Context: an optimization exercise on an open-source flow, tuned for small area and a short achievable clock period. The choices shown serve that exercise and are no tape-out recipe. Only simulation tests tie the RTL to the original design; equivalence was not proved. Power is estimated from default activity; no workload was simulated.

==> design.v <==
module neuron_unit (
    input wire clk,
    input wire [31:0] inputs,
    input wire [31:0] weights,
    input wire [7:0] threshold,
    output reg out,
    output reg [5:0] popcount
);
    wire [31:0] x = ~(inputs ^ weights);
    wire [6:0] thr0 = {|threshold[7:6], threshold[5:0]};
    wire n1;
    wire n2;
    wire n3;
    wire n4;
    wire n5;
    wire n6;
    wire n7;
    wire n8;
    wire n9;
    wire n10;
    wire n11;
    wire n12;
    wire n13;
    wire n14;
    wire n15;
    wire n16;
    wire n17;
    wire n18;
    wire n19;
    wire n20;
    wire n21;
    wire n22;
    wire n23;
    wire n24;
    wire n25;
    wire n26;
    wire n27;
    wire n28;
    wire n29;
    wire n30;
    wire n31;
    wire n32;
    wire n33;
    wire n34;
    wire n35;
    wire n36;
    wire n37;
    wire n38;
    wire n39;
    wire n40;
    wire n41;
    wire n42;
    wire n43;
    wire n44;
    wire n45;
    wire n46;
    wire n47;
    wire n48;
    wire n49;
    wire n50;
    wire n51;
    wire n52;
    wire n53;
    wire n54;
    wire n55;
    wire n56;
    wire n57;
    wire n58;
    wire n59;
    wire n60;
    wire n61;
    wire n62;
    reg r0_n21;
    reg r0_n23;
    reg r0_n25;
    reg r0_n27;
    reg r0_n8;
    reg r0_n22;
    reg r0_n24;
    reg r0_n26;
    reg r0_n28;
    reg r0_n29;
    reg r0_n31;
    reg r0_n33;
    reg r0_n30;
    reg r0_n32;
    reg r0_n34;
    reg [6:0] r0_thr;
    fa_cell un1 (.a(x[0]), .b(x[10]), .c(x[11]), .s(n1), .co(n2));
    fa_cell un3 (.a(x[12]), .b(x[13]), .c(x[14]), .s(n3), .co(n4));
    fa_cell un5 (.a(x[15]), .b(x[16]), .c(x[17]), .s(n5), .co(n6));
    fa_cell un7 (.a(x[18]), .b(x[19]), .c(x[1]), .s(n7), .co(n8));
    fa_cell un9 (.a(x[20]), .b(x[21]), .c(x[22]), .s(n9), .co(n10));
    fa_cell un11 (.a(x[23]), .b(x[24]), .c(x[25]), .s(n11), .co(n12));
    fa_cell un13 (.a(x[26]), .b(x[27]), .c(x[28]), .s(n13), .co(n14));
    fa_cell un15 (.a(x[29]), .b(x[2]), .c(x[30]), .s(n15), .co(n16));
    fa_cell un17 (.a(x[31]), .b(x[3]), .c(x[4]), .s(n17), .co(n18));
    fa_cell un19 (.a(x[5]), .b(x[6]), .c(x[7]), .s(n19), .co(n20));
    fa_cell un21 (.a(x[8]), .b(x[9]), .c(n1), .s(n21), .co(n22));
    fa_cell un23 (.a(n11), .b(n13), .c(n15), .s(n23), .co(n24));
    fa_cell un25 (.a(n17), .b(n19), .c(n3), .s(n25), .co(n26));
    fa_cell un27 (.a(n5), .b(n7), .c(n9), .s(n27), .co(n28));
    fa_cell un29 (.a(n10), .b(n12), .c(n14), .s(n29), .co(n30));
    fa_cell un31 (.a(n16), .b(n18), .c(n2), .s(n31), .co(n32));
    fa_cell un33 (.a(n20), .b(n4), .c(n6), .s(n33), .co(n34));
    fa_cell un35 (.a(r0_n21), .b(r0_n23), .c(r0_n25), .s(n35), .co(n36));
    ha_cell un37 (.a(r0_n27), .b(n35), .s(n37), .co(n38));
    fa_cell un39 (.a(r0_n22), .b(r0_n24), .c(r0_n26), .s(n39), .co(n40));
    fa_cell un41 (.a(r0_n28), .b(r0_n29), .c(r0_n31), .s(n41), .co(n42));
    fa_cell un43 (.a(r0_n33), .b(r0_n8), .c(n36), .s(n43), .co(n44));
    fa_cell un45 (.a(n39), .b(n41), .c(n38), .s(n45), .co(n46));
    ha_cell un47 (.a(n43), .b(n45), .s(n47), .co(n48));
    fa_cell un49 (.a(r0_n30), .b(r0_n32), .c(r0_n34), .s(n49), .co(n50));
    fa_cell un51 (.a(n40), .b(n42), .c(n49), .s(n51), .co(n52));
    fa_cell un53 (.a(n44), .b(n51), .c(n46), .s(n53), .co(n54));
    ha_cell un55 (.a(n48), .b(n53), .s(n55), .co(n56));
    fa_cell un57 (.a(n50), .b(n52), .c(n54), .s(n57), .co(n58));
    ha_cell un59 (.a(n56), .b(n57), .s(n59), .co(n60));
    ha_cell un61 (.a(n58), .b(n60), .s(n61), .co(n62));
    always @(posedge clk) begin
        r0_n21 <= n21;
        r0_n23 <= n23;
        r0_n25 <= n25;
        r0_n27 <= n27;
        r0_n8 <= n8;
        r0_n22 <= n22;
        r0_n24 <= n24;
        r0_n26 <= n26;
        r0_n28 <= n28;
        r0_n29 <= n29;
        r0_n31 <= n31;
        r0_n33 <= n33;
        r0_n30 <= n30;
        r0_n32 <= n32;
        r0_n34 <= n34;
        r0_thr <= thr0;
    end
    wire [5:0] p = {n62, n61, n59, n55, n47, n37};
    wire [6:0] g;
    assign g[0] = 1'b1;
    genvar k;
    generate for (k = 0; k < 6; k = k + 1) begin : cmp
        assign g[k+1] = (p[k] & ~r0_thr[k]) | (p[k] & g[k]) | (~r0_thr[k] & g[k]);
    end endgenerate
    wire fire = ~r0_thr[6] & g[6];
    always @(posedge clk) begin
        out <= fire;
        popcount <= p;
    end
endmodule
module fa_cell (input wire a, input wire b, input wire c, output wire s, output wire co);
    assign s = a ^ b ^ c;
    assign co = (a & b) | (a & c) | (b & c);
endmodule
module ha_cell (input wire a, input wire b, output wire s, output wire co);
    assign s = a ^ b;
    assign co = a & b;
endmodule
module bnn_layer #(
    parameter N = 32,
    parameter NEURONS = 16
)(
    input wire clk,
    input wire rst,
    input wire valid_in,
    input wire [N-1:0] input_vector,
    input wire [NEURONS*N-1:0] weights_flat,
    input wire [8*NEURONS-1:0] thresholds_flat,
    output wire [NEURONS-1:0] output_vector,
    output wire valid_out,
    output wire [8*NEURONS-1:0] debug_popcounts
);
    genvar i;
    generate
        for (i = 0; i < NEURONS; i = i + 1) begin : neuron_array
            wire [5:0] pc;
            neuron_unit neuron_inst (
                .clk(clk),
                .inputs(input_vector),
                .weights(weights_flat[32*i +: 32]),
                .threshold(thresholds_flat[8*i +: 8]),
                .out(output_vector[i]),
                .popcount(pc)
            );
            assign debug_popcounts[8*i +: 8] = {2'b00, pc};
        end
    endgenerate
    reg [1:0] vld;
    always @(posedge clk or posedge rst) begin
        if (rst) vld <= 2'd0;
        else vld <= {vld[0:0], valid_in};
    end
    assign valid_out = vld[1];
endmodule
==> flow/run.sh <==
#!/bin/bash
# Own layout flow: the standard flow (standard synthesis unchanged), with the
# port buffers made from the smallest buffer cell instead of the resizer's default.
set -euo pipefail
export BUFFER_PORTS_ARGS="-buffer_cell sky130_fd_sc_hd__buf_1"
bash standard.sh finish > flow_standard.log 2>&1 || { tail -50 flow_standard.log; exit 1; }
tail -5 flow_standard.log
==> standard.sh <==
#!/bin/bash
# synth_recipe.tcl (not shown) runs the flow's synth.tcl, then flattens the netlist and writes it again
# the make line also repeats each setting of config.mk as NAME=value (left out here)
make -C /OpenROAD-flow-scripts/flow DESIGN_CONFIG=/design/flow/config.mk WORK_HOME=/design/flow/orfs CLKGATE_MAP_FILE= SYNTH_SCRIPT=/design/flow/synth_recipe.tcl "${@:-finish}"
==> config.mk <==
export PLATFORM = sky130hd
export DESIGN_NAME = bnn_layer
export DESIGN_NICKNAME = bnn_layer
export VERILOG_FILES = /design/flow/design.v
export SDC_FILE = /design/flow/constraint.sdc
export NUM_CORES = 4
export LEC_CHECK = 0
export CAP_MARGIN = 20
export CORE_AREA = 2 2 288 288
export DIE_AREA = 0 0 290 290
export SLEW_MARGIN = 20
export SYNTH_HIERARCHICAL = 1
export SYNTH_MINIMUM_KEEP_SIZE = 0
==> constraint.sdc <==
create_clock -name core_clock -period 9.0 [get_ports {clk}]
set_input_delay 1.8000 -clock core_clock [delete_from_list [all_inputs] [get_ports {clk}]]
set_output_delay 1.8000 -clock core_clock [all_outputs]
set_load 0.01 [all_outputs]
==> parameters.txt, run 1 <==
Parameter                              Value

Worst setup path
  Setup slack of the worst register-to-register path ... between 5 and 6 ns
  Cell with the largest stage delay on the worst path ... fa_1
  Reg-to-reg critical path startpoint ... neuron_array[11].neuron_inst.r0_n21$_DFF_P_
  Chain of cells forming the critical path ... fa_1 > ha_1 > fa_1 > fa_1 > fa_1 > ha_1 > ha_1 > inv_1 > a221oi_2 > o221ai_2 > o21ai_1
  Register-to-Register Path Depth ... 11
  Reg-to-Reg End ... neuron_array[11].neuron_inst.out$_DFF_P_
  Classification of the worst setup path ... reg2reg
  Crit path capture type ... flop
  Largest stage delay on the critical path ... around 0.49 ns
  Element type at the critical path start ... flop
  Data arrival time of the critical path ... approximately 4.1 ns
  Maximum fanout along the worst path ... 2
  CP dominant cell by count ... fa_1
  Required arrival time at the worst endpoint ... approximately 9.5 ns

Global routing
  First-pass GRT wire length ... ~130,000 um
  GR met2 Demand/Resource ... a little under two fifths
  Busiest layer in global routing ... met2
  Via count of the first global-routing pass ... between 15,000 and 20,000
  All-Layer GR Usage ... between 20% and 30%
  Total overflow reported by the global router ... 0
  Initial antenna violation count ... 16
  Maximum number of pins on one net before global-route repair ... 17
  Met3 Track Usage GR ... around 5%
  Routing usage on met1 ... between 20% and 30%

Floorplan
  Number of core rows ... around 100
  Chip Width ... ~290 um
  Std-Cell Core Area ... roughly 0.081 sq mm
  Total die area ... between 0.08 and 0.09 sq mm
  I/O pins ... 820
  Die Span Y ... approximately 290 um
  Initial Util ... between 30 and 40%

Detailed routing
  DR iter-0 viols ... between 800 and 900
  Routed len/inst ... between 20 and 25 um
  Total iterations of the first detailed-routing run ... 5
  Via-per-instance ratio ... around 4.4
  Number of remaining DRC errors ... 0
  Remaining antenna violation count after routing ... 0
  Final wirelength ... 91,980 um
  Number of vias after detailed routing ... around 16,000

Power
  Pwr dens ... 428.5 mW/mm^2
  Power consumption ... about 13,000 uW
  Peak supply drop ... 341.0 uV
  Lkg Pwr ... approximately 0.012 uW

Logic synthesis
  Part of the Yosys area used for sequential elements ... 37.32%
  Number of synthesized flops with an enable pin ... 0
  Yosys reg bits ... around 470
  Proportion of synthesized flip-flops having asynchronous set or reset ... less than 1%
  Top cells by area in the synthesized netlist ... dfxtp_1 (37%), fa_1 (33%), xnor2_1 (18%), ha_1 (4.0%), inv_1 (1.2%)
  Most used standard cells in the synthesized netlist ... xnor2_1 (512), dfxtp_1 (464), fa_1 (416), inv_1 (81), ha_1 (80)
  Library cells used by synthesis ... 17
  YS warnings ... 8
  Post-synth design cell area ... around 0.025 sq mm
  Area fraction of the dominant cell type after synthesis ... ~37%
  Top cell type by total area after synthesis ... dfxtp_1
  Most common flop cell mapped by yosys ... dfxtp_1
  Dominant cell by count in the synthesized netlist ... xnor2_1
  Syn avg cell area ... about 14 sq um
  Synthesized netlist cell count ... 1,748

Finish
  Final std cells w/o fill ... around 3,700
  Fraction of final layout cells with drive strength greater than 1 ... approximately 7.7%
  Layout-stage area growth over the synthesis result ... 25.50%
  Fill cell instance count of the final layout ... ~7,900
  Number of nets in the finished design ... approximately 3,800
  Final std cell area, no fill ... 0.03140 sq mm
  Combined area of the multi-input logic cells ... 0.01525 sq mm
  Footprint of the flip-flops and latches ... 0.009339 sq mm

Clocking
  Number of levels in the clock H-tree ... 2
  Sinks on Clock Net ... around 470
  Clock slew at the register clock pins of the worst setup and hold paths ... approximately 0.060 ns
  Clock buffers created by TritonCTS ... 55
  Number of gates resized after CTS ... 0
  Worst-case clock buffer depth ... 3
  Post-cts hold buffer count ... 0
  Clock tree root driver cell ... clkbuf_16
  CTS tree ... done
  # Post-CTS Setup Buffers ... 0
  Worst skew pair latency ... slightly below 0.6 ns

Timing
  Final number of hold-violating endpoints ... 0
  Period utilization ... between 30% and 40%
  Sum Neg Setup Slack ... 0 ns
  PnR worst setup slack ... about 5.4 ns
  Final setup violation count ... 0
  Pins Over Slew Limit ... 0
  Setup repair after global routing missed its margin ... false
  Worst rel slew slack ... between 10% and 20%
  Final Critical Period ... 3.581 ns
  Maximum clock frequency ... about 0.28 GHz
  Post-route clock skew ... around 0.011 ns
  Worst Max-Slew Pin Slew ... 1.211 ns

Status
  Status ... no timing/DRC/antenna violations

Place
  Placer's final routability congestion estimate ... 0.8653
  Number of placed cells counting well taps ... roughly 3,600
  Setup slack at placement ... about 4.8 ns
  Number of buffers added on ports ... 787
  Post-DP HPWL ... approximately 72,000 um
  Cell area reported after detailed placement ... just under 0.03 sq mm

Min path
  Worst Min Path Start ... vld[0]$_DFF_PP0_
  Count of cells along the worst hold path ... 0
  Worst min-delay path class ... reg2reg
  Worst Hold Path EP ... vld[1]$_DFF_PP0_

Job
  Count of max-cap constraint violations ... 0
[Yosys stat by module (local to each module, per instance)]
| module | flops+latches | cell area (sq um) | cells inside | times used |
|---|---|---|---|---|
| fa_cell | 0 | 20.02 | 1 | 416 |
| bnn_layer | 2 | 297.8 | 36 | 1 |
| ha_cell | 0 | 12.51 | 1 | 80 |
| neuron_unit | 29 | 962.2 | 76 | 16 |
[cell type report]
cell class | count | area share (%)
multi-input combinational | 1200 | 48.58
sequential | 466 | 29.74
timing repair buffer | 800 | 9.910
clock buffer | 80 | 5.264
tap | 1060 | 4.224
clock inverter | 23 | 1.227
inverter | 81 | 0.9682
antenna | 11 | 0.08766
[placed cells by master (no fill, tap or decap), types with 9 or more instances in the layout]
cell type	n
a21oi_1	32
a221oi_2	16
buf_1	755
buf_4	12
bufinv_16	10
clkbuf_1	9
clkbuf_16	57
clkbuf_2	32
clkbuf_8	14
conb_1	32
dfxtp_1	464
diode_2	11
fa_1	416
ha_1	80
inv_1	81
maj3_2	16
nand2b_1	16
nor3_1	16
o21ai_1	16
o221ai_2	16
o2bb2ai_1	16
or2_2	16
xnor2_1	512
[report_power, final]
group          total (uW)  leakage (uW)  switching [uW]  internal (uW)
Sequential           3300       0.00393             357           2950
Clock                2480       0.00100             918           1560
Combinational        7680       0.00661            4340           3340
[state kept, by name, indices dropped and copies added, names as in the netlist]
name                               count
neuron_array.neuron_inst.r0_thr      112
neuron_array.neuron_inst.popcount     96
neuron_array.neuron_inst.out          16
neuron_array.neuron_inst.r0_n21       16
neuron_array.neuron_inst.r0_n22       16
neuron_array.neuron_inst.r0_n23       16
neuron_array.neuron_inst.r0_n24       16
neuron_array.neuron_inst.r0_n25       16
neuron_array.neuron_inst.r0_n26       16
neuron_array.neuron_inst.r0_n27       16
neuron_array.neuron_inst.r0_n28       16
neuron_array.neuron_inst.r0_n29       16
neuron_array.neuron_inst.r0_n30       16
neuron_array.neuron_inst.r0_n31       16
neuron_array.neuron_inst.r0_n32       16
neuron_array.neuron_inst.r0_n33       16
neuron_array.neuron_inst.r0_n34       16
neuron_array.neuron_inst.r0_n8        16
vld                                    2
[worst max-delay path, delay by kind of cell (launching register included)]
kind                       cells  cell delay [ns]
buffers and inverters          1             0.06
adders and majority gates      7             2.43
AOI/OAI and AO/OA              3             0.57
DFF                            1             0.45
[worst max path at each step]
| stage | startpoint | end | cells after the start |
|---|---|---|---|
| 6_report | neuron_array[11].neuron_inst.r0_n21$_DFF_P_ | neuron_array[11].neuron_inst.out$_DFF_P_ | 11 |
| 4_1_cts | neuron_array[11].neuron_inst.r0_n21$_DFF_P_ | neuron_array[11].neuron_inst.out$_DFF_P_ | 11 |
| 3_3_place_gp | input_vector[31] | neuron_array[4].neuron_inst.r0_n25$_DFF_P_ | 4 |
| 5_1_grt | neuron_array[1].neuron_inst.r0_n21$_DFF_P_ | neuron_array[1].neuron_inst.out$_DFF_P_ | 11 |
| 3_5_place_dp | input_vector[0] | neuron_array[11].neuron_inst.r0_n31$_DFF_P_ | 4 |
| 2_1_floorplan | neuron_array[0].neuron_inst.r0_n21$_DFF_P_ | neuron_array[0].neuron_inst.out$_DFF_P_ | 11 |
[stage by stage]
stage | hold slack [ns] | utilization [%]
4_1_cts | 0.3609 | 38.79
3_5_place_dp | 0.3388 | 36.27
3_3_place_gp | 0.3488 | 36.27
6_report | 0.3580 | 38.86
5_1_grt | 0.3739 | 38.85
2_1_floorplan | 0.3312 | -
[logic make-up after synthesis]
kind of cell | count (synthesis) | share of synthesized area [%]
AOI/OAI and AO/OA | 96 | 3.440
xor gates and xnor gates | 512 | 17.92
adders and majority gates | 512 | 38.00
buffers and inverters | 113 | 2.175
DFF | 466 | 37.32
other | 1 | 0.01499
and+or+nand+nor | 48 | 1.120
[layer usage]
layer	wire, um	vias up
met2	45550	752
met4	3334	8
met3	6610	159
met1	36430	8242
li1	-	7203
met5	54	-
==> inputs of run 2 (changes only) <==
--- a/flow/run.sh
+++ b/flow/run.sh
@@ -3,5 +3,6 @@
 # port buffers made from the smallest buffer cell instead of the resizer's default.
 set -euo pipefail
 export BUFFER_PORTS_ARGS="-buffer_cell sky130_fd_sc_hd__buf_1"
+export SETUP_SLACK_MARGIN=5.6
 bash standard.sh finish > flow_standard.log 2>&1 || { tail -50 flow_standard.log; exit 1; }
 tail -5 flow_standard.log
==> parameters.txt, run 2 <==
Parameter                              Value

Status
  Status ... no timing/DRC/antenna violations

Logic synthesis
  Number of synthesized flops with an enable pin ... 0
  Part of the Yosys area used for sequential elements ... between 30% and 40%
  Syn avg cell area ... roughly 14 sq um
  Proportion of synthesized flip-flops having asynchronous set or reset ... less than 1%
  Library cells used by synthesis ... 17
  Post-synth design cell area ... 0.02502 sq mm
  Top cells by area in the synthesized netlist ... dfxtp_1 (37%), fa_1 (33%), xnor2_1 (18%), ha_1 (4.0%), inv_1 (1.2%)
  Yosys reg bits ... between 400 and 500
  YS warnings ... 8
  Most common flop cell mapped by yosys ... dfxtp_1
  Synthesized netlist cell count ... roughly 1,700
  Area fraction of the dominant cell type after synthesis ... 37.12%
  Top cell type by total area after synthesis ... dfxtp_1
  Most used standard cells in the synthesized netlist ... xnor2_1 (512), dfxtp_1 (464), fa_1 (416), inv_1 (81), ha_1 (80)
  Dominant cell by count in the synthesized netlist ... xnor2_1

Job
  Count of max-cap constraint violations ... 0

Detailed routing
  Total iterations of the first detailed-routing run ... 5
  Number of remaining DRC errors ... 0
  DR iter-0 viols ... 882
  Final wirelength ... 92,310 um
  Remaining antenna violation count after routing ... 0
  Number of vias after detailed routing ... 16,420
  Via-per-instance ratio ... 4.414
  Routed len/inst ... 24.82 um

Worst setup path
  Reg-to-reg critical path startpoint ... neuron_array[11].neuron_inst.r0_n21$_DFF_P_
  Data arrival time of the critical path ... 3.87 ns
  Chain of cells forming the critical path ... buf_2 > xnor2_1 > fa_1 > fa_1
  Launch point of the critical path ... input_vector[20]
  Cell with the largest stage delay on the worst path ... buf_2
  Classification of the worst setup path ... in2reg
  Last element of the critical path ... neuron_array[9].neuron_inst.r0_n27$_DFF_P_
  Largest stage delay on the critical path ... 0.72 ns
  Reg-to-Reg End ... neuron_array[11].neuron_inst.out$_DFF_P_
  Required arrival time at the worst endpoint ... ~9.5 ns
  Maximum fanout along the worst path ... 16
  Element type at the critical path start ... input pin
  Crit path capture type ... flop
  Register-to-Register Path Depth ... 11
  Setup slack of the worst register-to-register path ... 5.62 ns
  CP dominant cell by count ... fa_1

Global routing
  First-pass GRT wire length ... ~130,000 um
  Total overflow reported by the global router ... 0
  Via count of the first global-routing pass ... between 15,000 and 20,000
  Initial antenna violation count ... 13
  Maximum number of pins on one net before global-route repair ... 17
  All-Layer GR Usage ... 21.79%

Floorplan
  Total die area ... 0.08410 sq mm
  Number of core rows ... between 100 and 150
  I/O pins ... 820
  Chip Width ... 290 um
  Std-Cell Core Area ... roughly 0.08 sq mm
  Initial Util ... 30.96%
  Die Span Y ... about 290 um

Place
  Number of buffers added on ports ... roughly 800
  Setup slack at placement ... around 4.8 ns
  Post-DP HPWL ... approximately 70,000 um
  Placer's final routability congestion estimate ... roughly 0.87

Timing
  Worst Max-Slew Pin Slew ... 1.084 ns
  Final Critical Period ... approximately 3.4 ns
  PnR worst setup slack ... 5.603 ns
  Pins Over Slew Limit ... 0
  Period utilization ... a little under two fifths
  Maximum clock frequency ... around 0.29 GHz
  Post-route clock skew ... ~0.013 ns
  Worst rel slew slack ... between 20 and 30%
  Final setup violation count ... 0
  Sum Neg Setup Slack ... 0 ns
  Final number of hold-violating endpoints ... 0
  Setup repair after global routing missed its margin ... true

Power
  Lkg Pwr ... approximately 0.011 uW
  Share of power burned in combinational logic ... 59.2%
  Share of power burned in the clock network ... between 10% and 20%
  P_sw ... about 5900 uW
  Pwr dens ... 446.4 mW/mm^2
  Peak supply drop ... about 320 uV
  Power consumption ... between 10,000 and 15,000 uW
  Internal power ... 8331 uW
  Seq pwr share ... 23.3%
  Switching power share of the total ... around two fifths

Clocking
  Sinks on Clock Net ... roughly 470
  Worst skew pair latency ... ~0.59 ns
  CTS tree ... done
  Worst-case clock buffer depth ... 3
  Clock slew at the register clock pins of the worst setup and hold paths ... approximately 0.06 ns
  Number of levels in the clock H-tree ... 2
  Clock tree root driver cell ... clkbuf_16
  Clock buffers created by TritonCTS ... between 50 and 60

Finish
  Most common library cell in the layout ignoring fill and taps ... buf_1
  Max reg flops ... between 100 and 150
  Number of nets in the finished design ... approximately 3,800
  Fraction of final layout cells with drive strength greater than 1 ... roughly 11%
  Layout-stage area growth over the synthesis result ... 27.08%
  Most frequent cells in the layout ... buf_1 (755), xnor2_1 (512), dfxtp_1 (454), fa_1 (383), inv_1 (78)
  Top reg by flops ... neuron_array.neuron_inst.r0_thr
  Top Registers ... neuron_array.neuron_inst.r0_thr (112), neuron_array.neuron_inst.popcount (96)

Min path
  Worst min-delay path class ... reg2reg
  Count of cells along the worst hold path ... 0
[run 2: cell counts after synthesis]
Identical to the previous run, type by type.
[run 2: worst min-delay path by stage]
stage	to	startpoint
3_3_place_gp	vld[1]$_DFF_PP0_	vld[0]$_DFF_PP0_
4_1_cts	vld[1]$_DFF_PP0_	vld[0]$_DFF_PP0_
3_5_place_dp	vld[1]$_DFF_PP0_	vld[0]$_DFF_PP0_
2_1_floorplan	vld[1]$_DFF_PP0_	vld[0]$_DFF_PP0_
6_report	vld[1]$_DFF_PP0_	vld[0]$_DFF_PP0_
5_1_grt	vld[1]$_DFF_PP0_	vld[0]$_DFF_PP0_
[run 2: critical path: cells and delay by family]
kind	cells	cell delay, ns
adders and majority gates	2	1.11
buffers and inverters	1	0.72
xor gates and xnor gates	1	0.20
[run 2: layout make-up]
type | instances | area, sq um
fill | 7824 | 49010
multi-input combinational | 1200 | 15620
sequential | 466 | 9354
timing repair buffer | 801 | 3134
clock buffer | 80 | 1653
tap | 1060 | 1326
clock inverter | 23 | 385.4
inverter | 81 | 304.0
antenna | 9 | 22.52
[run 2: modules after synthesis, one instance, submodules excluded]
module | cell area, sq um | cells | copies in the design
neuron_unit | 962.2 | 76 | 16
bnn_layer | 297.8 | 36 | 1
fa_cell | 20.02 | 1 | 416
ha_cell | 12.51 | 1 | 80
[run 2: what timing repair did]
action                                  4_1_cts  5_1_grt
gates resized for setup                      52       62
pin swaps                                    32       69
setup buffers                                 1        1
hold buffers                                  0        0
endpoints found under the setup margin       50       39
[run 2: through the flow]
stage	cells	hold slack [ns]	util, %	area [sq um]
detailed placement	3606	0.3388	36.27	29310
floorplan	1779	0.3312	-	25140
finish	3720	0.3587	39.35	31800
global placement	3606	0.3488	36.27	29310
global route	3716	0.3739	39.34	31790
CTS	3710	0.3609	39.04	31550
[run 2: cells by family after synthesis]
family,after synthesis,synth area share (%)
compound gates,96,3.440
xor+xnor,512,17.92
fa+ha+maj,512,38.00
buf+inv,113,2.175
flops,466,37.32
other cells,1,0.01499
simple gates,48,1.120
[run 2: power by group through the flow]
| stage | combinational [uW] | clock [uW] | sequential [uW] |
|---|---|---|---|
| floorplan | 5070 | 0 | 3350 |
| global placement | 7620 | 0 | 3360 |
| detailed placement | 7650 | 0 | 3350 |
| CTS | 8070 | 2530 | 3320 |
| global route | 9410 | 2620 | 3380 |
| finish | 8400 | 2480 | 3310 |
[run 2: routing by layer]
metal  up-vias  GRT usage (%)  share of wire [%]
li1       7206              -                  -
met4         6          7.266                3.3
met5         -              0              0.048
met1      8316          26.50                 40
met2       736          38.10                 50
met3       155          4.841                7.0
==> inputs of run 3 (changes only) <==
--- a/flow/run.sh
+++ b/flow/run.sh
@@ -3,6 +3,6 @@
 # port buffers made from the smallest buffer cell instead of the resizer's default.
 set -euo pipefail
 export BUFFER_PORTS_ARGS="-buffer_cell sky130_fd_sc_hd__buf_1"
-export SETUP_SLACK_MARGIN=5.6
+export SETUP_SLACK_MARGIN=6.0
 bash standard.sh finish > flow_standard.log 2>&1 || { tail -50 flow_standard.log; exit 1; }
 tail -5 flow_standard.log
==> parameters.txt, run 3 <==
Parameter                              Value

Timing
  Final number of hold-violating endpoints ... 0
  Sum Neg Setup Slack ... 0 ns
  Setup repair after global routing missed its margin ... true
  Final setup violation count ... 0
  Hold_ws ... roughly 0.36 ns
  Pins Over Slew Limit ... 0
  Maximum clock frequency ... a little under 0.3 GHz
  Final Critical Period ... about 3.4 ns
  Worst Max-Slew Pin Slew ... 0.6130 ns
  Post-route clock skew ... between 0.008 and 0.009 ns
  Period utilization ... between 30% and 40%
  Worst rel slew slack ... a little under 60%
  PnR worst setup slack ... 5.566 ns

Logic synthesis
  Syn avg cell area ... 14.31 sq um
  Library cells used by synthesis ... 17
  Proportion of synthesized flip-flops having asynchronous set or reset ... less than 1%
  YS warnings ... 8
  XOR/XNOR Fraction of Synth Area ... 17.92%
  Part of the Yosys area used for sequential elements ... 37.32%
  Largest family of logic cells by synthesized area ... adder cells
  Yosys reg bits ... between 400 and 500
  Number of synthesized flops with an enable pin ... 0
  Post-synth design cell area ... approximately 0.025 sq mm
  Dominant cell by count in the synthesized netlist ... xnor2_1
  Most common flop cell mapped by yosys ... dfxtp_1
  Top cell type by total area after synthesis ... dfxtp_1
  Area fraction of the dominant cell type after synthesis ... 37.12%
  Most used standard cells in the synthesized netlist ... xnor2_1 (512), dfxtp_1 (464), fa_1 (416), inv_1 (81), ha_1 (80)
  Synthesized netlist cell count ... roughly 1,700
  Post-synthesis share of cell area spent on full adders, half adders and majority gates ... roughly two fifths
  Top cells by area in the synthesized netlist ... dfxtp_1 (37%), fa_1 (33%), xnor2_1 (18%), ha_1 (4.0%), inv_1 (1.2%)
  Portion of netlist area occupied by mux cells ... 0%
  Simple logic cell fraction of the synthesized area ... ~1.1%
  Compound-gate portion of the synthesized area ... under 10%

Clocking
  Clock slew at the register clock pins of the worst setup and hold paths ... around 0.06 ns
  Clock buffers created by TritonCTS ... 54
  Worst skew pair latency ... between 0.5 and 0.6 ns
  Sinks on Clock Net ... between 400 and 500
  Post-cts hold buffer count ... 0
  Worst-case clock buffer depth ... 3
  CTS tree ... done
  Number of levels in the clock H-tree ... 2
  Clock tree root driver cell ... clkbuf_16

Worst setup path
  Worst Path Buf+Inv ... 1
  Maximum fanout along the worst path ... 2
  Chain of cells forming the critical path ... fa_1 > ha_2 > fa_2 > fa_2 > fa_1 > ha_2 > ha_4 > inv_1 > a221oi_2 > o221ai_2 > o21ai_2
  Classification of the worst setup path ... reg2reg
  Required arrival time at the worst endpoint ... 9.51 ns
  Largest stage delay on the critical path ... between 0.4 and 0.5 ns
  Cell with the largest stage delay on the worst path ... fa_1
  Crit path capture type ... flop
  Data arrival time of the critical path ... 3.94 ns
  Cell family contributing the most delay on the critical path ... adder cells
  Element type at the critical path start ... flop

Power
  Pwr dens ... 422.4 mW/mm^2
  Lkg Pwr ... 0.01295 uW
  Power consumption ... around 15,000 uW
  Peak supply drop ... just over 400 uV

Floorplan
  I/O pins ... 820
  Chip Width ... ~290 um
  Die Span Y ... between 200 and 300 um
  Std-Cell Core Area ... around 0.08 sq mm
  Total die area ... 0.08410 sq mm
  Number of core rows ... 104
  Initial Util ... a little under a third

Finish
  Fraction of final layout cells with drive strength greater than 1 ... approximately 20%
  Most common library cell in the layout ignoring fill and taps ... buf_1
  Layout-stage area growth over the synthesis result ... 39.60%
  Max reg flops ... roughly 110
  Most frequent cells in the layout ... buf_1 (750), dfxtp_1 (446), fa_1 (380), xnor2_1 (316), xnor2_4 (99)
  Final std cell area, no fill ... 0.03493 sq mm
  Top reg by flops ... neuron_array.neuron_inst.r0_thr
  Number of nets in the finished design ... about 3,800
  Top Registers ... neuron_array.neuron_inst.r0_thr (112), neuron_array.neuron_inst.popcount (96)

Detailed routing
  Number of vias after detailed routing ... 16,990
  Routed len/inst ... around 26 um
  Remaining antenna violation count after routing ... 0
  Number of remaining DRC errors ... 0
  DR iter-0 viols ... around 750
  Total iterations of the first detailed-routing run ... 5
  Via-per-instance ratio ... 4.531
  Final wirelength ... 97,480 um

Place
  Setup slack at placement ... between 4 and 5 ns
  Cell area reported after detailed placement ... approximately 0.032 sq mm
  Post-DP HPWL ... 75,060 um
  Number of buffers added on ports ... about 800
  Placer's final routability congestion estimate ... ~0.95

Global routing
  First-pass GRT wire length ... between 100,000 and 150,000 um
  Maximum number of pins on one net before global-route repair ... 17
  Initial antenna violation count ... 21
  Total overflow reported by the global router ... 0
  Via count of the first global-routing pass ... 19,880
  All-Layer GR Usage ... around 23%

Job
  Count of max-cap constraint violations ... 0

Status
  Status ... no timing/DRC/antenna violations

Min path
  Worst min-delay path class ... reg2reg
==> run 3: cell types whose count changed in the layout (fill, tap and decap cells not counted), moves of 9 or more <==
cell / before / now
buf_12: 0 / 11
clkbuf_4: 14 / 2
xnor2_4: 0 / 99
xnor2_2: 0 / 97
inv_1: 78 / 69
xnor2_1: 512 / 316
==> run 3: where the power goes <==
| part | switching, uW | total (uW) | internal, uW |
|---|---|---|---|
| Sequential | 375 | 3330 | 2960 |
| Combinational | 4830 | 9050 | 4220 |
| Clock | 923 | 2370 | 1450 |
| Total | 6120 | 14800 | 8630 |
==> run 3: cell families after synthesis <==
family	Yosys count
xor+xnor	512
fa+ha+maj	512
flops	466
buf+inv	113
compound gates	96
simple gates	48
other cells	1
==> run 3: through the flow <==
step,instances,util [%]
4_1_cts,3716,42.51
3_5_place_dp,3617,39.62
5_1_grt,3748,43.22
2_1_floorplan,1779,-
3_3_place_gp,3617,39.61
6_report,3749,43.23
==> run 3: final cells by class <==
type | instances | area [sq um]
Timing Repair Buffer | 831 | 3686
Multi-Input combinational cell | 1200 | 18290
Sequential cell | 466 | 9364
Antenna cell | 13 | 32.53
Inverter | 81 | 316.6
Clock inverter | 25 | 341.6
Fill cell | 7400 | 45880
Tap cell | 1060 | 1326
Clock buffer | 73 | 1577
==> run 3: timing repair <==
action | 4_1_cts | 5_1_grt
hold endpoints to repair | 0 | 0
endpoints found under the setup margin | 233 | 44
setup buffers | 1 | 20
gates resized for setup | 96 | 79
pin swaps | 42 | 90
==> run 3: metal layers <==
layer  GRT usage [%]  vias up  routed length [um]  share of wire, %
met1           27.54     8654               37150                38
met2           40.44      809               49400                51
li1                -     7310                   -                 -
met4           9.477       12                4219               4.3
met3           5.047      202                6636               6.8
met5               0        -                  75             0.077
==> run 3: worst register-to-register path, cell delays in order (launching register included) <==
cell,delay [ns]
dfxtp_4,0.36
fa_1,0.46
ha_2,0.19
fa_2,0.34
fa_2,0.35
fa_1,0.46
ha_2,0.21
ha_4,0.29
inv_1,0.07
a221oi_2,0.28
o221ai_2,0.15
o21ai_2,0.20
==> run 3: worst paths after layout <==
check | start | to | cells past startpoint | slack [ns]
min in group asynchronous | rst | vld[0]$_DFF_PP0_ | 2 | 1.03
max reg2reg | neuron_array[15].neuron_inst.r0_n23$_DFF_P_ | neuron_array[15].neuron_inst.out$_DFF_P_ | 11 | 5.57
max in group asynchronous | rst | vld[1]$_DFF_PP0_ | 2 | 7.87
min reg2reg | vld[0]$_DFF_PP0_ | vld[1]$_DFF_PP0_ | 0 | 0.36
max | neuron_array[15].neuron_inst.r0_n23$_DFF_P_ | neuron_array[15].neuron_inst.out$_DFF_P_ | 11 | 5.57
min | vld[0]$_DFF_PP0_ | vld[1]$_DFF_PP0_ | 0 | 0.36
==> run 3: modules after synthesis (local to each module, per instance) <==
module	copies in the design	cell area, sq um	flops+latches	cells inside
fa_cell	416	20.02	0	1
bnn_layer	1	297.8	2	36
neuron_unit	16	962.2	29	76
ha_cell	80	12.51	0	1
==> inputs of run 4 (changes only) <==
--- a/flow/run.sh
+++ b/flow/run.sh
@@ -3,6 +3,6 @@
 # port buffers made from the smallest buffer cell instead of the resizer's default.
 set -euo pipefail
 export BUFFER_PORTS_ARGS="-buffer_cell sky130_fd_sc_hd__buf_1"
-export SETUP_SLACK_MARGIN=6.0
+export SETUP_SLACK_MARGIN=5.6
 bash standard.sh finish > flow_standard.log 2>&1 || { tail -50 flow_standard.log; exit 1; }
 tail -5 flow_standard.log
--- a/config.mk
+++ b/config.mk
@@ -7,6 +7,7 @@
 export LEC_CHECK = 0
 export CAP_MARGIN = 20
 export CORE_AREA = 2 2 288 288
+export CTS_BUF_LIST = sky130_fd_sc_hd__clkbuf_4 sky130_fd_sc_hd__clkbuf_8
 export DIE_AREA = 0 0 290 290
 export SLEW_MARGIN = 20
 export SYNTH_HIERARCHICAL = 1
==> parameters.txt, run 4 <==
Parameter                              Value

Detailed routing
  Number of remaining DRC errors ... 0
  Number of vias after detailed routing ... 16,650
  Via-per-instance ratio ... about 4.4
  Total iterations of the first detailed-routing run ... 5
  Final wirelength ... 93,310 um
  Remaining antenna violation count after routing ... 0
  Routed len/inst ... 24.76 um
  DR iter-0 viols ... 863

Logic synthesis
  Library cells used by synthesis ... 17
  Yosys reg bits ... about 470
  Largest family of logic cells by synthesized area ... adder cells
  Area fraction of the dominant cell type after synthesis ... between 30% and 40%
  Post-synthesis share of cell area spent on full adders, half adders and majority gates ... 38.00%
  Most common flop cell mapped by yosys ... dfxtp_1
  Compound-gate portion of the synthesized area ... 3.440%
  XOR/XNOR Fraction of Synth Area ... 17.92%
  Top cells by area in the synthesized netlist ... dfxtp_1 (37%), fa_1 (33%), xnor2_1 (18%), ha_1 (4.0%), inv_1 (1.2%)
  Part of the Yosys area used for sequential elements ... 37.32%
  Top cell type by total area after synthesis ... dfxtp_1
  Proportion of synthesized flip-flops having asynchronous set or reset ... less than 1%
  Simple logic cell fraction of the synthesized area ... around 1.1%
  Syn avg cell area ... around 14 sq um
  Most used standard cells in the synthesized netlist ... xnor2_1 (512), dfxtp_1 (464), fa_1 (416), inv_1 (81), ha_1 (80)
  Number of synthesized flops with an enable pin ... 0
  Synthesized netlist cell count ... ~1,700
  Post-synth design cell area ... between 0.02 and 0.03 sq mm
  YS warnings ... 8
  Dominant cell by count in the synthesized netlist ... xnor2_1
  Portion of netlist area occupied by mux cells ... 0%

Worst setup path
  Crit path capture type ... flop
  Classification of the worst setup path ... in2reg
  Element type at the critical path start ... input pin
  Largest stage delay on the critical path ... ~0.62 ns
  Cell with the largest stage delay on the worst path ... clkbuf_2
  Maximum fanout along the worst path ... 16
  Chain of cells forming the critical path ... clkbuf_2 > xnor2_1 > fa_1 > fa_1
  CP dominant cell by count ... fa_1
  Register-to-Register Path Depth ... 10
  Required arrival time at the worst endpoint ... 9.54 ns
  Data arrival time of the critical path ... 4.00 ns

Floorplan
  Std-Cell Core Area ... ~0.081 sq mm
  Number of core rows ... about 100
  I/O pins ... between 800 and 900
  Initial Util ... a little under a third
  Chip Width ... slightly below 300 um
  Die Span Y ... about 290 um
  Total die area ... about 0.084 sq mm

Clocking
  Number of levels in the clock H-tree ... 3
  CTS tree ... done
  Sinks on Clock Net ... between 400 and 500
  Worst-case clock buffer depth ... 3
  Post-cts hold buffer count ... 0
  Clock tree root driver cell ... clkbuf_8
  Worst skew pair latency ... about 0.68 ns
  Clock buffers created by TritonCTS ... 87
  Clock slew at the register clock pins of the worst setup and hold paths ... 0.06 ns

Status
  Status ... no timing/DRC/antenna violations

Timing
  Sum Neg Setup Slack ... 0 ns
  Worst Max-Slew Pin Slew ... 1.181 ns
  Period utilization ... between 30% and 40%
  Final Critical Period ... approximately 3.5 ns
  Pins Over Slew Limit ... 0
  Final setup violation count ... 0
  Setup repair after global routing missed its margin ... true
  Maximum clock frequency ... between 0.2 and 0.3 GHz
  Worst rel slew slack ... between 20% and 30%
  Final number of hold-violating endpoints ... 0
  Post-route clock skew ... between 0.02 and 0.03 ns

Min path
  Count of cells along the worst hold path ... 0
  Worst min-delay path class ... reg2reg

Finish
  Top Registers ... neuron_array.neuron_inst.r0_thr (112), neuron_array.neuron_inst.popcount (96)
  Most common library cell in the layout ignoring fill and taps ... buf_1
  Number of nets in the finished design ... 3,811
  Core Util, Final ... 39.25%
  Most frequent cells in the layout ... buf_1 (755), xnor2_1 (512), dfxtp_1 (450), fa_1 (382), clkbuf_8 (109)
  Final std cells w/o fill ... ~3,800
  Layout-stage area growth over the synthesis result ... 26.77%
  Top reg by flops ... neuron_array.neuron_inst.r0_thr
  Fraction of final layout cells with drive strength greater than 1 ... between 10% and 20%
  Max reg flops ... 112

Global routing
  Initial antenna violation count ... 11
  Via count of the first global-routing pass ... about 19,000
  All-Layer GR Usage ... about 22%
  Total overflow reported by the global router ... 0
  First-pass GRT wire length ... roughly 130,000 um
  Maximum number of pins on one net before global-route repair ... 17

Place
  Post-DP HPWL ... ~70,000 um
  Placer's final routability congestion estimate ... around 0.87
  Number of placed cells counting well taps ... ~3,600
  Number of buffers added on ports ... around 800

Power
  Pwr dens ... 444.1 mW/mm^2
  Peak supply drop ... roughly 310 uV
  Lkg Pwr ... ~0.012 uW

Job
  Count of max-cap constraint violations ... 0
[run 4: cell counts after synthesis]
No cell type changed its count.
[run 4: per-stage QoR]
step / power [uW] / hold WS [ns] / instance area, sq um / worst slack [ns]
detailed placement: 11000 / 0.3388 / 29310 / 4.838
floorplan: 8418 / 0.3312 / 25140 / 5.794
CTS: 13740 / 0.3605 / 31410 / 5.553
global placement: 10970 / 0.3488 / 29310 / 4.859
global route: 15320 / 0.3728 / 31710 / 5.447
finish: 14090 / 0.3576 / 31720 / 5.538
[run 4: per-module statistics from Yosys (local to each module, per instance)]
module	area [sq um]	times used
fa_cell	20.02	416
ha_cell	12.51	80
neuron_unit	962.2	16
bnn_layer	297.8	1
[run 4: cell families (layout without fill, tap and decap cells)]
group / after synthesis / count (layout)
buffers and inverters: 113 / 1038
AOI/OAI and AO/OA: 96 / 96
other: 1 / 37
adders and majority gates: 512 / 512
and+or+nand+nor: 48 / 48
DFF: 466 / 466
xor gates and xnor gates: 512 / 512
[run 4: worst paths after layout]
path	startpoint	endpoint	slack (ns)
worst max-delay path	input_vector[15]	neuron_array[0].neuron_inst.r0_n27$_DFF_P_	5.54
worst min-delay path	vld[0]$_DFF_PP0_	vld[1]$_DFF_PP0_	0.36
worst max register to register	neuron_array[2].neuron_inst.r0_n34$_DFF_P_	neuron_array[2].neuron_inst.out$_DFF_P_	5.63
worst min register to register	vld[0]$_DFF_PP0_	vld[1]$_DFF_PP0_	0.36
max in group asynchronous	rst	vld[0]$_DFF_PP0_	7.96
min in group asynchronous	rst	vld[1]$_DFF_PP0_	0.93
[run 4: layout make-up]
cell class | instances | area, sq um
well taps | 1060 | 1326
flip-flops and latches | 466 | 9359
clock buffers | 130 | 1658
clock inverters | 23 | 282.8
fillers | 7866 | 49090
inverters | 81 | 309.0
multi-input cells | 1200 | 15630
repair buffers | 804 | 3144
diodes | 5 | 12.51
[run 4: report_power, final]
part	total (uW)	leakage (uW)	switching [uW]	internal, uW
sequential	3320	0.00393	363	2950
combinational	8470	0.00656	4610	3870
clock	2300	0.00102	950	1350
[run 4: repair_timing]
| item | 4_1_cts | 5_1_grt |
|---|---|---|
| pin swaps | 36 | 73 |
| resized for setup | 41 | 70 |
| setup endpoints to repair | 16 | 22 |
| buffers inserted | 1 | 3 |
[run 4: critical path: cells and delay by family]
kind | cells | cell delay (ns)
buf+inv | 1 | 0.62
fa+ha+maj | 2 | 1.01
xor+xnor | 1 | 0.53
[run 4: per-layer routing]
| metal | vias to the layer above | global-route usage, % | wire (um) | part of all wire [%] |
|---|---|---|---|---|
| li1 | 7264 | - | - | - |
| met1 | 8413 | 26.38 | 36480 | 39 |
| met2 | 787 | 38.41 | 46430 | 50 |
| met3 | 177 | 5.377 | 6977 | 7.5 |
| met4 | 6 | 7.876 | 3383 | 3.6 |
| met5 | - | 0 | 44 | 0.047 |
==> inputs of run 5 (changes only) <==
==> config.mk (replaced) <==
export PLATFORM = sky130hd
export DESIGN_NAME = bnn_layer
export DESIGN_NICKNAME = bnn_layer
export VERILOG_FILES = /design/flow/design.v
export SDC_FILE = /design/flow/constraint.sdc
export NUM_CORES = 4
export LEC_CHECK = 0
export CAP_MARGIN = 20
export CORE_AREA = 2 2 253 253
export DIE_AREA = 0 0 255 255
export SLEW_MARGIN = 20
export SYNTH_HIERARCHICAL = 1
export SYNTH_MINIMUM_KEEP_SIZE = 0
==> parameters.txt, run 5 <==
Parameter                              Value

Finish
  Footprint of the flip-flops and latches ... ~0.0094 sq mm
  Most common library cell in the layout ignoring fill and taps ... buf_1
  Number of nets in the finished design ... approximately 3,800
  Top reg by flops ... neuron_array.neuron_inst.r0_thr
  Top Registers ... neuron_array.neuron_inst.r0_thr (112), neuron_array.neuron_inst.popcount (96)
  Combined area of the multi-input logic cells ... 0.01564 sq mm
  Max reg flops ... roughly 110
  Fraction of final layout cells with drive strength greater than 1 ... a little over a tenth
  Core Util, Final ... about half
  Layout-stage area growth over the synthesis result ... 25.37%
  Final std cell area, no fill ... around 0.031 sq mm
  Fill cell instance count of the final layout ... roughly 5,700
  Most frequent cells in the layout ... buf_1 (755), xnor2_1 (512), dfxtp_1 (456), fa_1 (383), inv_1 (75)

Clocking
  Clock tree root driver cell ... clkbuf_16
  CTS tree ... done
  Clock slew at the register clock pins of the worst setup and hold paths ... ~0.06 ns
  Worst-case clock buffer depth ... 3
  Worst skew pair latency ... 0.59 ns
  Sinks on Clock Net ... about 470
  Clock buffers created by TritonCTS ... 53
  Number of levels in the clock H-tree ... 2

Global routing
  First-pass GRT wire length ... between 100,000 and 150,000 um
  All-Layer GR Usage ... between 20 and 30%
  Via count of the first global-routing pass ... 18,870
  Met3 Track Usage GR ... under 10%
  Maximum number of pins on one net before global-route repair ... 17
  Routing usage on met1 ... between 30% and 40%
  GR met2 Demand/Resource ... about half
  Initial antenna violation count ... 21
  Busiest layer in global routing ... met2
  Total overflow reported by the global router ... 0

Timing
  Worst rel slew slack ... between 20 and 25%
  Post-route clock skew ... roughly 0.0099 ns
  Period utilization ... a little under two fifths
  Pins Over Slew Limit ... 0
  Final setup violation count ... 0
  Final number of hold-violating endpoints ... 0
  Worst Max-Slew Pin Slew ... 1.176 ns
  PnR worst setup slack ... 5.581 ns
  Final Critical Period ... 3.419 ns
  Setup repair after global routing missed its margin ... true
  Maximum clock frequency ... 0.2925 GHz
  Sum Neg Setup Slack ... 0 ns

Worst setup path
  Classification of the worst setup path ... in2reg
  Crit path capture type ... flop
  Maximum fanout along the worst path ... 16
  Element type at the critical path start ... input pin
  Required arrival time at the worst endpoint ... about 9.5 ns
  Data arrival time of the critical path ... just under 4 ns

Logic synthesis
  Top cell type by total area after synthesis ... dfxtp_1
  Dominant cell by count in the synthesized netlist ... xnor2_1
  Syn avg cell area ... about 14 sq um
  Synthesized netlist cell count ... roughly 1,700
  Proportion of synthesized flip-flops having asynchronous set or reset ... less than 1%
  Most common flop cell mapped by yosys ... dfxtp_1
  Post-synth design cell area ... roughly 0.025 sq mm
  Yosys reg bits ... about 470
  Number of synthesized flops with an enable pin ... 0
  Library cells used by synthesis ... 17
  Top cells by area in the synthesized netlist ... dfxtp_1 (37%), fa_1 (33%), xnor2_1 (18%), ha_1 (4.0%), inv_1 (1.2%)
  Most used standard cells in the synthesized netlist ... xnor2_1 (512), dfxtp_1 (464), fa_1 (416), inv_1 (81), ha_1 (80)
  Area fraction of the dominant cell type after synthesis ... 37.12%
  Part of the Yosys area used for sequential elements ... between 30% and 40%
  YS warnings ... 8

Min path
  Worst min-delay path class ... reg2reg

Place
  Post-DP HPWL ... around 72,000 um
  Placer's final routability congestion estimate ... 0.9313
  Setup slack at placement ... 4.852 ns
  Number of buffers added on ports ... between 700 and 800
  Cell area reported after detailed placement ... 0.02897 sq mm

Detailed routing
  DR iter-0 viols ... around 1,100
  Via-per-instance ratio ... slightly below 5
  Number of remaining DRC errors ... 0
  Remaining antenna violation count after routing ... 0
  Total iterations of the first detailed-routing run ... 5
  Number of vias after detailed routing ... 16,800
  Routed len/inst ... 26.58 um
  Final wirelength ... 92,960 um

Floorplan
  Std-Cell Core Area ... ~0.063 sq mm
  Total die area ... 0.06503 sq mm
  Chip Width ... about 260 um
  Die Span Y ... 255 um
  Initial Util ... 39.88%
  Number of core rows ... between 90 and 100
  I/O pins ... between 800 and 900

Status
  Status ... no timing/DRC/antenna violations

Power
  Pwr dens ... roughly 450 mW/mm^2
  Peak supply drop ... between 300 and 400 uV
  Lkg Pwr ... between 0.01 and 0.015 uW

Job
  Count of max-cap constraint violations ... 0
==> run 5: cell counts after synthesis <==
No cell type changed its count.
==> run 5: cell type report <==
type | instances | area share (%)
timing repair buffer | 793 | 9.768
antenna | 15 | 0.1197
clock buffer | 69 | 4.906
multi-input combinational | 1200 | 49.85
sequential | 466 | 29.81
tap | 846 | 3.374
clock inverter | 27 | 1.197
inverter | 81 | 0.9692
==> run 5: per-layer routing <==
metal / wire length [um] / vias to the layer above
met1: 35290 / 8572
met3: 7672 / 213
met2: 46030 / 816
met4: 3806 / 26
li1: - / 7171
met5: 170 / -
==> run 5: what timing repair did <==
action,in CTS,in global routing
endpoints found under the setup margin,64,42
setup buffers,1,2
pin swaps,20,66
hold buffers,0,0
resized for setup,37,80
==> run 5: through the flow <==
step                power (uW)  hold slack (ns)  cells
floorplan                 8418           0.3312   1779
global placement         10850           0.3429   3383
detailed placement       11010           0.3396   3383
CTS                      13710           0.3629   3480
global route             15320           0.3774   3486
finish                   14250           0.3685   3497
==> run 5: per-module statistics from Yosys (local to each module, per instance) <==
module | flops+latches | copies in the design | cell area [sq um] | cells inside
fa_cell | 0 | 416 | 20.02 | 1
bnn_layer | 2 | 1 | 297.8 | 36
neuron_unit | 29 | 16 | 962.2 | 76
ha_cell | 0 | 80 | 12.51 | 1
==> run 5: final timing paths <==
| kind | startpoint | endpoint | slack (ns) | cells past startpoint |
|---|---|---|---|---|
| max in group asynchronous | rst | vld[1]$_DFF_PP0_ | 7.86 | 2 |
| min in group asynchronous | rst | vld[0]$_DFF_PP0_ | 1.03 | 2 |
| setup reg to reg | neuron_array[15].neuron_inst.r0_n21$_DFF_P_ | neuron_array[15].neuron_inst.out$_DFF_P_ | 5.59 | 11 |
| hold reg to reg | vld[0]$_DFF_PP0_ | vld[1]$_DFF_PP0_ | 0.37 | 0 |
| setup / recovery | input_vector[14] | neuron_array[14].neuron_inst.r0_n25$_DFF_P_ | 5.58 | 4 |
| hold / removal | vld[0]$_DFF_PP0_ | vld[1]$_DFF_PP0_ | 0.37 | 0 |
==> run 5: critical path, cell delays in order <==
cell      delay, ns
clkbuf_2       0.62
xnor2_1        0.52
fa_1           0.49
fa_1           0.43
==> run 5: cell families after synthesis <==
family	Yosys count	synth area share [%]
xor+xnor	512	17.92
flops	466	37.32
compound gates	96	3.440
other cells	1	0.01499
simple gates	48	1.120
buf+inv	113	2.175
fa+ha+maj	512	38.00
==> run 5: where the power goes <==
part / switching (uW) / internal, uW / leakage [uW]
combinational: 4690 / 3870 / 0.00650
clock: 904 / 1460 / 0.000948
sequential: 379 / 2950 / 0.00393
==> inputs of run 6 (changes only) <==
--- a/config.mk
+++ b/config.mk
@@ -7,6 +7,8 @@
 export LEC_CHECK = 0
 export CAP_MARGIN = 20
 export CORE_AREA = 2 2 253 253
+export CTS_CLUSTER_DIAMETER = 60
+export CTS_CLUSTER_SIZE = 30
 export DIE_AREA = 0 0 255 255
 export SLEW_MARGIN = 20
 export SYNTH_HIERARCHICAL = 1
==> parameters.txt, run 6 <==
Parameter                              Value

Min path
  Worst min-delay path class ... reg2reg

Worst setup path
  Cell with the largest stage delay on the worst path ... clkbuf_2
  Chain of cells forming the critical path ... clkbuf_2 > xnor2_1 > fa_1 > fa_1
  Element type at the critical path start ... input pin
  Classification of the worst setup path ... in2reg
  Required arrival time at the worst endpoint ... roughly 9.5 ns
  Crit path capture type ... flop
  Largest stage delay on the critical path ... 0.81 ns
  Data arrival time of the critical path ... a little under 4 ns
  CP dominant cell by count ... fa_1
  Maximum fanout along the worst path ... 16

Timing
  Final Critical Period ... 3.458 ns
  Final setup violation count ... 0
  Period utilization ... between 30% and 40%
  Setup repair after global routing missed its margin ... true
  Pins Over Slew Limit ... 0
  Worst Max-Slew Pin Slew ... around 1.1 ns
  Final number of hold-violating endpoints ... 0
  Worst rel slew slack ... around a quarter
  Sum Neg Setup Slack ... 0 ns
  Post-route clock skew ... ~0.023 ns
  Maximum clock frequency ... 0.2892 GHz

Clocking
  Worst-case clock buffer depth ... 3
  Clock tree root driver cell ... clkbuf_16
  Clock slew at the register clock pins of the worst setup and hold paths ... 0.07 ns
  Worst skew pair latency ... ~0.59 ns
  Clock buffers created by TritonCTS ... 45
  CTS tree ... done
  Sinks on Clock Net ... between 400 and 500
  Number of levels in the clock H-tree ... 2

Detailed routing
  Number of vias after detailed routing ... 16,810
  Routed len/inst ... 26.67 um
  Via-per-instance ratio ... ~4.8
  Final wirelength ... about 93,000 um
  Remaining antenna violation count after routing ... 0
  DR iter-0 viols ... around 1,200
  Number of remaining DRC errors ... 0
  Total iterations of the first detailed-routing run ... 6

Logic synthesis
  Library cells used by synthesis ... 17
  Syn avg cell area ... ~14 sq um
  Top cell type by total area after synthesis ... dfxtp_1
  Proportion of synthesized flip-flops having asynchronous set or reset ... less than 1%
  Simple logic cell fraction of the synthesized area ... between 1 and 1.5%
  Synthesized netlist cell count ... 1,748
  Area fraction of the dominant cell type after synthesis ... between 30% and 40%
  Post-synthesis share of cell area spent on full adders, half adders and majority gates ... 38.00%
  Most used standard cells in the synthesized netlist ... xnor2_1 (512), dfxtp_1 (464), fa_1 (416), inv_1 (81), ha_1 (80)
  Top cells by area in the synthesized netlist ... dfxtp_1 (37%), fa_1 (33%), xnor2_1 (18%), ha_1 (4.0%), inv_1 (1.2%)
  XOR/XNOR Fraction of Synth Area ... 17.92%
  Post-synth design cell area ... 0.02502 sq mm
  Part of the Yosys area used for sequential elements ... between 30% and 40%
  Portion of netlist area occupied by mux cells ... 0%
  YS warnings ... 8
  Dominant cell by count in the synthesized netlist ... xnor2_1
  Yosys reg bits ... approximately 470
  Number of synthesized flops with an enable pin ... 0
  Largest family of logic cells by synthesized area ... adder cells
  Compound-gate portion of the synthesized area ... ~3.4%
  Most common flop cell mapped by yosys ... dfxtp_1

Floorplan
  Die Span Y ... about 260 um
  Std-Cell Core Area ... 0.06274 sq mm
  Total die area ... 0.06503 sq mm
  Number of core rows ... 92
  Chip Width ... about 260 um
  Initial Util ... ~40%
  I/O pins ... about 800

Status
  Status ... no timing/DRC/antenna violations

Global routing
  All-Layer GR Usage ... about 28%
  Via count of the first global-routing pass ... approximately 19,000
  Initial antenna violation count ... 23
  Total overflow reported by the global router ... 0
  First-pass GRT wire length ... between 100,000 and 150,000 um
  Maximum number of pins on one net before global-route repair ... 21

Power
  Lkg Pwr ... ~0.011 uW
  Share of power burned in the clock network ... 14.7%
  Peak supply drop ... ~340 uV
  Power consumption ... 14,060 uW
  Switching power share of the total ... 43.26%
  P_sw ... a little over 6000 uW
  Internal power ... 7978 uW
  Seq pwr share ... a little under a quarter
  Pwr dens ... about 450 mW/mm^2
  Share of power burned in combinational logic ... approximately three fifths

Finish
  Core Util, Final ... between 40% and 50%
  Fraction of final layout cells with drive strength greater than 1 ... a little over a tenth
  Layout-stage area growth over the synthesis result ... 24.45%
  Most common library cell in the layout ignoring fill and taps ... buf_1
  Footprint of the flip-flops and latches ... about 0.0094 sq mm
  Number of nets in the finished design ... about 3,800
  Top reg by flops ... neuron_array.neuron_inst.r0_thr
  Combined area of the multi-input logic cells ... roughly 0.016 sq mm
  Fill cell instance count of the final layout ... approximately 5,700
  Most frequent cells in the layout ... buf_1 (755), xnor2_1 (512), dfxtp_1 (447), fa_1 (382), inv_1 (73)
  Max reg flops ... between 100 and 150
  Top Registers ... neuron_array.neuron_inst.r0_thr (112), neuron_array.neuron_inst.popcount (96)

Place
  Post-DP HPWL ... 71,980 um
  Placer's final routability congestion estimate ... slightly above 0.9
  Number of buffers added on ports ... between 700 and 800

Job
  Count of max-cap constraint violations ... 0
## run 6: cell counts after synthesis
Identical to the previous run, type by type.
## run 6: path summary, 6_finish.rpt
| check | startpoint | end | slack (ns) | depth (start not counted) |
|---|---|---|---|---|
| max | input_vector[12] | neuron_array[4].neuron_inst.r0_n25$_DFF_P_ | 5.54 | 4 |
| min | vld[0]$_DFF_PP0_ | vld[1]$_DFF_PP0_ | 0.37 | 0 |
| max reg2reg | neuron_array[0].neuron_inst.r0_n25$_DFF_P_ | neuron_array[0].neuron_inst.out$_DFF_P_ | 5.59 | 11 |
| min reg2reg | vld[0]$_DFF_PP0_ | vld[1]$_DFF_PP0_ | 0.37 | 0 |
| max in group asynchronous | rst | vld[1]$_DFF_PP0_ | 7.87 | 2 |
| min in group asynchronous | rst | vld[0]$_DFF_PP0_ | 1.03 | 2 |
## run 6: cell type report
class	instances	area share (%)
Clock inverter	34	1.531
Antenna cell	18	0.1446
Timing Repair Buffer	793	9.840
Tap cell	846	3.399
Inverter	81	0.9924
Sequential cell	466	30.07
Multi-Input combinational cell	1200	50.35
Clock buffer	47	3.672
## run 6: power by group through the flow
| stage | combinational (uW) | sequential (uW) | clock, uW |
|---|---|---|---|
| 3_3_place_gp | 7480 | 3360 | 0 |
| 4_1_cts | 7960 | 3330 | 2110 |
| 3_5_place_dp | 7640 | 3370 | 0 |
| 5_1_grt | 9560 | 3400 | 2180 |
| 6_report | 8650 | 3330 | 2070 |
| 2_1_floorplan | 5070 | 3350 | 0 |
## run 6: stage by stage
stage          std cells  setup WS [ns]  area [sq um]  hold slack [ns]
2_1_floorplan       1779          5.794         25140           0.3312
3_3_place_gp        3383          4.846         28970           0.3429
3_5_place_dp        3383          4.852         28970           0.3396
4_1_cts             3465          5.524         30720           0.3702
5_1_grt             3472          5.482         31110           0.3841
6_report            3485          5.542         31140           0.3705
## run 6: worst max-delay path: cells and delay by family
family     cells  cell delay, ns
fa+ha+maj      2            1.07
xor+xnor       1            0.23
buf+inv        1            0.81
## run 6: layer usage
layer / share of wire [%] / track usage [%] / vias to the layer above
li1: - / - / 7157
met1: 38 / 33.56 / 8536
met2: 50 / 48.25 / 870
met3: 8.5 / 7.943 / 218
met4: 4.0 / 11.23 / 24
met5: 0.17 / 0 / -
## run 6: per-module statistics from Yosys, one instance, submodules excluded
module       flip-flops and latches  cells inside  copies in the design
fa_cell                           0             1                   416
ha_cell                           0             1                    80
neuron_unit                      29            76                    16
bnn_layer                         2            36                     1
## run 6: logic make-up (layout without fill, tap and decap cells)
logic type	Yosys count	count (layout)
AOI/OAI and AO/OA	96	96
xor gates and xnor gates	512	512
adders and majority gates	512	512
buffers and inverters	113	955
DFF	466	466
other	1	50
and+or+nand+nor	48	48
## run 6: what timing repair did
| action | 4_1_cts | 5_1_grt |
|---|---|---|
| setup endpoints to repair | 67 | 57 |
| pin swaps | 19 | 73 |
| setup buffers | 1 | 2 |
| resized for setup | 41 | 97 |
| hold buffers | 0 | 0 |

## port drivers added, routing unchanged
The flow's constraints put no driver on any port. The routed layouts listed below were extracted and timed again, unchanged, in two steps. Step 1 assumes that a clkbuf_16 drives the clock port and a buf_2 every other input. Step 2, shift: input delay + t, output delay - t, t = (earliest + latest rising clock arrival at the registers) / 2. This alone moves slack from input paths to output paths. Slacks: no drivers / after step 1 / after step 2; pairs: no drivers / after step 1.
run	t, ns	setup slack, ns	latest minus earliest clock arrival (ns)	worst data-port slew with drivers (ns)	pins driven straight from the clock port
run 1	0.649	5.419 / 5.419 / 4.857	0.018 / 0.019	0.17	1
run 2	0.651	5.603 / 5.619 / 4.977	0.018 / 0.017	0.14	1
run 3	0.649	5.566 / 5.566 / 5.367	0.016 / 0.016	0.14	1
run 4	0.719	5.538 / 5.573 / 4.854	0.044 / 0.044	0.16	1
run 5	0.647	5.581 / 5.586 / 4.978	0.012 / 0.013	0.11	1
run 6	0.639	5.542 / 5.585 / 4.946	0.024 / 0.024	0.12	1
After both steps every run listed still meets setup and hold. For run 4, which loses most, drivers alone change the setup slack by +0.035 ns; drivers and shift together by -0.684 ns.
